Source: an optimization exercise on an open RTL-to-GDS flow (aim: small area). Production flows keep margins and buffers that such runs may drop. Function was checked by simulation only, so behaviour that the tests miss may differ from the original.

==> flow/design.v, too long to show whole: its modules and the start of the top module <==
// module matched_filter_despreader_sync: 1122 lines
// module mfd_fa: 6 lines
// module mfd_xnor: 5 lines
// module mfd_or: 5 lines
// module mfd_ha: 6 lines
module matched_filter_despreader_sync (sample_i, sample_q, input_sample_valid,clk,reset,
										despread_sample_i, despread_sample_q, despread_sample_valid);
  // ...
==> flow/flow/run.sh <==
#!/bin/bash
# Own flow: the standard layout, with a leaner clock tree (no dummy loads,
# clusters of about 10 sinks per clkbuf_4) and the smallest buffer on each port.
# The ORFS output goes to standard.log in this folder.
export CTS_ARGS="-sink_clustering_enable -repair_clock_nets -dont_use_dummy_load -buf_list sky130_fd_sc_hd__clkbuf_4 -sink_clustering_size 10 -sink_clustering_max_diameter 30"
export BUFFER_PORTS_ARGS="-buffer_cell sky130_fd_sc_hd__buf_1"
bash standard.sh > standard.log 2>&1
==> flow/standard.sh <==
#!/bin/bash
# synth_recipe.tcl (not shown) runs the flow's synth.tcl, then flattens the netlist and writes it again
# the make line also repeats each setting of config.mk as NAME=value (left out here)
make -C /OpenROAD-flow-scripts/flow DESIGN_CONFIG=/design/flow/config.mk WORK_HOME=/design/flow/orfs CLKGATE_MAP_FILE= SYNTH_SCRIPT=/design/flow/synth_recipe.tcl "${@:-finish}"
==> flow/config.mk <==
export PLATFORM = sky130hd
export DESIGN_NAME = matched_filter_despreader_sync
export DESIGN_NICKNAME = matched_filter_despreader_sync
export VERILOG_FILES = /design/flow/design.v
export SDC_FILE = /design/flow/constraint.sdc
export NUM_CORES = 4
export LEC_CHECK = 0
export CAP_MARGIN = 20
export CORE_MARGIN = 2
export CORE_UTILIZATION = 85
export SLEW_MARGIN = 20
export SYNTH_HIERARCHICAL = 1
==> flow/constraint.sdc <==
create_clock -name core_clock -period 10.0 [get_ports {clk}]
set_input_delay 2.0000 -clock core_clock [delete_from_list [all_inputs] [get_ports {clk}]]
set_output_delay 2.0000 -clock core_clock [all_outputs]
set_load 0.01 [all_outputs]
==> results_dict.tcl, run 1 <==
set metrics [dict create \
    status "finished clean" \
    hp-start "s1" \
    multi_input_area_sq_um 15100 \
    layout_commonest_cell "dfxtp_1" \
    final_nets 2676 \
    post_drt_wl_per_cell_microns 26.3 \
    period_minus_slack_ns 9.62 \
    fin_area_sq_um 30800 \
    critPathArrivalTime_ns 10.24 \
    nFlopsAndLatches 684 \
    nFillCells 1503 \
    place_area_sq_um 30100 \
    synth_ff_type "dfxtp_1" \
    post-route-util_pct 89.1 \
    finalCritPeriodShare_pct 96.2 \
    crit_buf_inv 0 \
    endpoint_kind "flop" \
    numCtsBuffers 101 \
    yosys-top-cells-count "dfxtp_1 (672), a22o_1 (608), fa_1 (360), clkbuf_1 (106), nand2_1 (91)" \
    finalHoldViolations 0 \
    detailedPlace.worstSlack_ns 0.595 \
    stdcell_count 2706 \
]
==> run 2, diff against run 1 <==
==> flow/flow/run.sh (replaced) <==
#!/bin/bash
# Own flow: the standard layout, with a leaner clock tree (no dummy loads,
# clusters of about 26 sinks per clkbuf_16) and the smallest buffer on each port.
# The ORFS output goes to standard.log in this folder.
export CTS_ARGS="-sink_clustering_enable -repair_clock_nets -dont_use_dummy_load -buf_list sky130_fd_sc_hd__clkbuf_16 -sink_clustering_size 26 -sink_clustering_max_diameter 60"
export BUFFER_PORTS_ARGS="-buffer_cell sky130_fd_sc_hd__buf_1"
bash standard.sh > standard.log 2>&1
==> run 2 against run 1 <==
Still clean. Count of clock-buffer cells in the layout down 63. Hold slack gained 0.031 ns. Sequential share of layout area shrank 0.28 points. Critical path depth fell by 1. Global-route usage is 2.3 points higher. Final area increased by 0.62%. Largest cell class unchanged.
==> results_dict.tcl, run 2 <==
set metrics [dict create \
    status "finished clean" \
    start_util_pct 86.3 \
    io_buffers 99 \
    die_h_microns 192 \
    critPathArrivalTime_ns 10.04 \
    synth_most_common_cell "dfxtp_1" \
    startpoint "cnt[2]" \
    grt_max_degree 256 \
    remaining_drc_errors 0 \
    htreeDepth 2 \
    avgSynthCellArea_sq_um 13.4 \
    ys.warnings.count 7 \
    worst_slack_ns 0.378 \
    multi_input_area_sq_um 15100 \
    top_regs "ci x320, cq x320" \
    yosys-top-cells-count "dfxtp_1 (672), a22o_1 (608), fa_1 (360), clkbuf_1 (106), nand2_1 (91)" \
    r2r_cells 21 \
    finalClockSkew_ns 0.0618 \
    regArea_sq_um 13800 \
    tightest_slew_ns 1.17 \
    critPathMaxFanout 13 \
    post_drt_wl_per_cell_microns 28.7 \
    worstSetupPathType "flop to flop" \
    cts_buffer_depth 3 \
    insertion_delay_ns 0.57 \
    nFillCells 1371 \
    layout_commonest_cell "dfxtp_1" \
    row_count 68 \
    numCtsBuffers 38 \
    fin_setup_tns_ns 0 \
    netlist_instances 2230 \
    start_kind "flop" \
    antenna_found_initial 0 \
    syn-num-nets 2654 \
    drt-pass1-iter-count 9 \
    final_nets 2613 \
    grt_pass1_vias 19800 \
    tritoncts "done" \
    cts_root_buf "clkbuf_16" \
    synth_edf_count 0 \
    slew_viol_final 0 \
    area_growth_pct 3.83 \
    detailedPlace.worstSlack_ns 0.595 \
    grt_pass1_wl_mm 116 \
    rsz0062_at_grt "no" \
    netlist_area_sq_um 29900 \
    gp_congestion 1.08 \
    hp-start "s1" \
    drtIter0Drc 2741 \
    overflow 0 \
    place_hpwl_mm 51.8 \
    grtUsageTotal_pct 42.9 \
    rr_endpoint "tq[14]" \
    worstSetupEndpoint "tq[14]" \
    finalSetupViolations 0 \
    clk_pin_slew_ns 0.10 \
    vias 19200 \
    yosys-top-cells-area "dfxtp_1 (45%), fa_1 (24%), a22o_1 (18%)" \
    hold_slack_ns 0.382 \
    synthArstFlopShare_pct 1.75 \
    fmax_mhz 104 \
    hp-class "flop to flop" \
    cts_setup_buffers 0 \
    ys_ff_latch 684 \
    ctsResizeCount 0 \
    drv_cap 0 \
    postCtsHoldBufs 0 \
    cp.required_ns 10.42 \
    synth_top_cell_by_area "dfxtp_1" \
    r2r_start "cnt[2]" \
    synth_top_area_share_pct 45.0 \
    synth.distinct_cells 43 \
    cts_sinks 684 \
    totalWireLength_mm 75.8 \
    seq_area_frac_synth_pct 46.0 \
    die_x_microns 192 \
    dieArea_sq_um 36700 \
    vias_per_cell 7.27 \
    synth_ff_type "dfxtp_1" \
    core-area_sq_um 34600 \
    worst_slew_margin_rel_pct 21.7 \
    post-route-util_pct 89.6 \
    final_cell_mix "dfxtp_1 (672), a22o_1 (608), fa_1 (360)" \
    finalCritPeriodShare_pct 96.2 \
    finalHoldViolations 0 \
    drive_gt1_share_pct 5.72 \
    io_pins 100 \
    endpoint_kind "flop" \
    ff2ff_setup_slack_ns 0.38 \
    period_minus_slack_ns 9.62 \
    ant_nets 0 \
]
run 2: changes by cell type in the layout (fill, tap and decap cells not counted), sizes merged:
cell / delta
clkbuf: -63
run 2: per-layer routing:
layer,up-vias,global-route usage [%],routed length (microns)
met5,-,0.549,0
met4,0,24.3,5540
met3,496,14.4,9160
met2,1375,64.1,33800
met1,9536,55.5,27300
li1,7816,-,-
run 2: worst min-delay path by stage:
| stage | end | slack, ns | cells past startpoint |
|---|---|---|---|
| 6_report | s2 | 0.38 | 0 |
| 2_1_floorplan | s3 | 0.35 | 0 |
| 3_5_place_dp | s2 | 0.36 | 0 |
| 3_3_place_gp | s2 | 0.35 | 0 |
| 5_1_grt | s2 | 0.39 | 0 |
| 4_1_cts | s2 | 0.38 | 0 |
run 2: logic make-up after synthesis:
kind of cell	after synthesis	synth area share, %
AOI/OAI and AO/OA	641	18.7
xor gates and xnor gates	21	0.615
adders and majority gates	389	25.3
buffers and inverters	222	3.36
DFF	684	46.0
muxes	66	2.39
and+or+nand+nor	207	3.58
run 2: area by class of cell:
class / instances / area share (%)
clock buffer: 38 / 3.06
sequential: 684 / 44.3
inverter: 35 / 0.423
tap: 455 / 1.83
timing repair buffer: 106 / 1.57
antenna: 1 / 0.00806
multi-input combinational: 1324 / 48.8
run 2: per-stage QoR:
step | instance area (sq um) | instances
6_report | 31000 | 2643
5_1_grt | 31000 | 2642
4_1_cts | 31000 | 2641
3_5_place_dp | 30100 | 2603
3_3_place_gp | 30100 | 2603
2_1_floorplan | 29900 | 2230
run 2: Yosys stat by module (local to each module, per instance):
| module | copies in the design | flip-flops and latches |
|---|---|---|
| mfd_xnor | 20 | 0 |
| matched_filter_despreader_sync | 1 | 684 |
| mfd_ha | 24 | 0 |
| mfd_fa | 360 | 0 |
| mfd_or | 20 | 0 |
run 2: worst max-delay path, stage by stage, from the launching register on:
cell and delay, ns:
dfrtp_1 0.68, inv_1 0.19, o21ai_2 0.64, nand2_1 0.29, or2_1 0.32, fa_1 0.62
fa_1 0.48, fa_1 0.73, fa_1 0.51, fa_1 0.51, fa_1 0.42, fa_1 0.45
fa_1 0.42, fa_1 0.39, fa_1 0.39, fa_1 0.39, fa_1 0.42, fa_1 0.41
fa_1 0.40, ha_1 0.20, ha_1 0.19, fa_1 0.43
==> run 3, diff against run 2 <==
==> flow/flow/run.sh (replaced) <==
#!/bin/bash
# Own flow: the standard layout, with a leaner clock tree (no dummy loads,
# clusters of about 16 sinks per clkbuf_8) and the smallest buffer on each port.
# The ORFS output goes to standard.log in this folder.
export CTS_ARGS="-sink_clustering_enable -repair_clock_nets -dont_use_dummy_load -buf_list sky130_fd_sc_hd__clkbuf_8 -sink_clustering_size 16 -sink_clustering_max_diameter 50"
export BUFFER_PORTS_ARGS="-buffer_cell sky130_fd_sc_hd__buf_1"
bash standard.sh > standard.log 2>&1
==> run 3 against run 2 <==
Sequential share of layout area grew 0.36 points. Non-clock buffer count did not move. Register-to-register slack better by 0.14 ns. Critical path type unchanged.
==> results_dict.tcl, run 3 <==
set metrics [dict create \
    grt_pass1_wl_mm 108 \
    ys.warnings.count 7 \
    final_cell_mix "dfxtp_1 (672), a22o_1 (608), fa_1 (360)" \
    vias_per_cell 7.05 \
    met3_usage_pct 10.8 \
    met1_usage_pct 53.5 \
    syn-num-nets 2654 \
    layout_commonest_cell "dfxtp_1" \
    slew_viol_final 0 \
    avgSynthCellArea_sq_um 13.4 \
    drtIter0Drc 2445 \
    muxShareOfSynthArea_pct 2.39 \
    busiest_layer "met2" \
    vias 18700 \
    startpoint "cnt[1]" \
    numCtsBuffers 51 \
    drv_cap 0 \
    finalClockSkew_ns 0.0537 \
    cts_setup_buffers 0 \
    netlist_instances 2230 \
    period_minus_slack_ns 9.48 \
    tightest_slew_ns 1.17 \
    core-area_sq_um 34600 \
    io_buffers 99 \
    drive_gt1_share_pct 6.27 \
    synthXorXnorAreaFrac_pct 0.615 \
    insertion_delay_ns 0.67 \
    synthArstFlopShare_pct 1.75 \
    ant_nets 0 \
    fmax_mhz 105 \
    antenna_found_initial 2 \
    die_x_microns 192 \
    yosys-top-cells-count "dfxtp_1 (672), a22o_1 (608), fa_1 (360), clkbuf_1 (106), nand2_1 (91)" \
    ff2ff_setup_slack_ns 0.52 \
    ctsResizeCount 0 \
    worst_slew_margin_rel_pct 22.2 \
    critPathArrivalTime_ns 10.01 \
    cp.required_ns 10.53 \
    status "finished clean" \
    fin_setup_tns_ns 0 \
    synth_top_area_share_pct 45.0 \
    tritoncts "done" \
    io_pins 100 \
    r2r_start "cnt[1]" \
    start_kind "flop" \
    yosys-top-cells-area "dfxtp_1 (45%), fa_1 (24%), a22o_1 (18%)" \
    endpoint_kind "flop" \
    gp_congestion 1.08 \
    grtUsageTotal_pct 39.6 \
    synth_top_cell_by_area "dfxtp_1" \
    final_nets 2626 \
    use_met2_pct 59.2 \
    worstSetupPathType "flop to flop" \
    placed_cells 2603 \
    finalCritPeriodShare_pct 94.8 \
    totalWireLength_mm 69.9 \
    synth_top_family_by_area "adder cells" \
    worstSetupEndpoint "tq[14]" \
    dieArea_sq_um 36700 \
    row_count 68 \
    place_hpwl_mm 51.8 \
    post_drt_wl_per_cell_microns 26.3 \
    finalSetupViolations 0 \
    r2r_cells 24 \
    cts_buffer_depth 3 \
    remaining_drc_errors 0 \
    postCtsHoldBufs 0 \
    start_util_pct 86.3 \
    synth.distinct_cells 43 \
    synth_compound_area_share_pct 18.7 \
    stdcell_count 2656 \
    area_growth_pct 3.00 \
    cts_root_buf "clkbuf_8" \
    seq_area_frac_synth_pct 46.0 \
    synth-adder-area-share_pct 25.3 \
    cts_sinks 684 \
    critPathMaxFanout 10 \
    netlist_area_sq_um 29900 \
    finalHoldViolations 0 \
    die_h_microns 192 \
    htreeDepth 2 \
    rsz0062_at_grt "no" \
    overflow 0 \
    hold_slack_ns 0.388 \
    rr_endpoint "tq[14]" \
    clk_pin_slew_ns 0.10 \
    drt-pass1-iter-count 6 \
    grt_pass1_vias 19200 \
    grt_max_degree 256 \
    top_regs "ci x320, cq x320" \
    synth_ff_type "dfxtp_1" \
    hp-class "flop to flop" \
    ys_ff_latch 684 \
    synth_edf_count 0 \
    synth_most_common_cell "dfxtp_1" \
    yosys.area_share.simple_pct 3.58 \
]
-- run 3: how the worst min path moves through the flow --
| stage | from | endpoint | slack, ns | cells after the start |
|---|---|---|---|---|
| floorplan | s2 | s3 | 0.35 | 0 |
| global placement | s1 | s2 | 0.35 | 0 |
| detailed placement | s1 | s2 | 0.36 | 0 |
| CTS | s2 | s3 | 0.39 | 0 |
| global route | s2 | s3 | 0.40 | 0 |
| finish | s2 | s3 | 0.39 | 0 |
-- run 3: layout make-up --
type | count | area, sq um
fill | 1518 | 3840
multi-input combinational | 1324 | 15100
timing repair buffer | 106 | 488
tap | 455 | 569
clock buffer | 51 | 702
antenna | 1 | 2.50
sequential | 684 | 13800
inverter | 35 | 131
-- run 3: per-stage QoR --
| stage | area (sq um) | setup WS (ns) | utilization, % |
|---|---|---|---|
| 2_1_floorplan | 29900 | 1.45 | - |
| 3_3_place_gp | 30100 | 0.975 | 86.8 |
| 3_5_place_dp | 30100 | 0.595 | 86.8 |
| 4_1_cts | 30800 | 0.599 | 88.8 |
| 5_1_grt | 30800 | 0.266 | 88.9 |
| 6_report | 30800 | 0.519 | 88.9 |
-- run 3: cells by family after synthesis --
kind of cell	Yosys count
AOI/OAI and AO/OA	641
xor gates and xnor gates	21
adders and majority gates	389
and+or+nand+nor	207
DFF	684
buffers and inverters	222
muxes	66
-- run 3: modules after synthesis, one instance, submodules excluded --
module	area [sq um]	copies in the design
matched_filter_despreader_sync	22100	1
mfd_fa	20.0	360
mfd_ha	12.5	24
mfd_or	6.26	20
mfd_xnor	8.76	20
-- run 3: critical path: stages (launching register included) --
cell and delay (ns):
dfrtp_1 0.57, inv_1 0.17, ha_1 0.24, o21bai_1 0.29, o21ai_2 0.49, nand2_1 0.23
or2_1 0.27, fa_1 0.52, fa_1 0.58, fa_1 0.45, ha_1 0.22, fa_1 0.37
fa_1 0.47, fa_1 0.43, fa_1 0.45, fa_1 0.42, fa_1 0.39, fa_1 0.39
fa_1 0.38, fa_1 0.42, fa_1 0.41, fa_1 0.38, ha_1 0.20, ha_1 0.20
fa_1 0.42
-- run 3: layer usage --
layer / wire length, microns / part of all wire (%)
met1: 26200 / 37
met2: 31500 / 45
met3: 7860 / 11
met4: 4410 / 6.3
met5: 0 / 0

## what the ideal ports hide
The results above use ideal ports. As a check the final layouts listed here were re-extracted and re-timed, cells and wires unchanged. Step 1 assumes that a clkbuf_16 drives the clock port and a buf_2 every other input. Step 2 adds t to the input delays and takes it off the output delays; t is the mean of the earliest and latest rising clock arrival at the registers after step 1. Input paths then give back, and output paths get back, about the clock's delay inside the block. a / b / c = ideal ports / drivers / drivers and shift; a / b = the first two.
run	shift t [ns]	setup slack, ns	latest minus earliest clock arrival (ns)
run 1	0.834	0.385 / 0.385 / 0.385	0.151 / 0.150
run 2	0.601	0.378 / 0.378 / 0.378	0.073 / 0.073
run 3	0.689	0.519 / 0.519 / 0.519	0.066 / 0.067
After both steps every run listed still meets setup and hold.
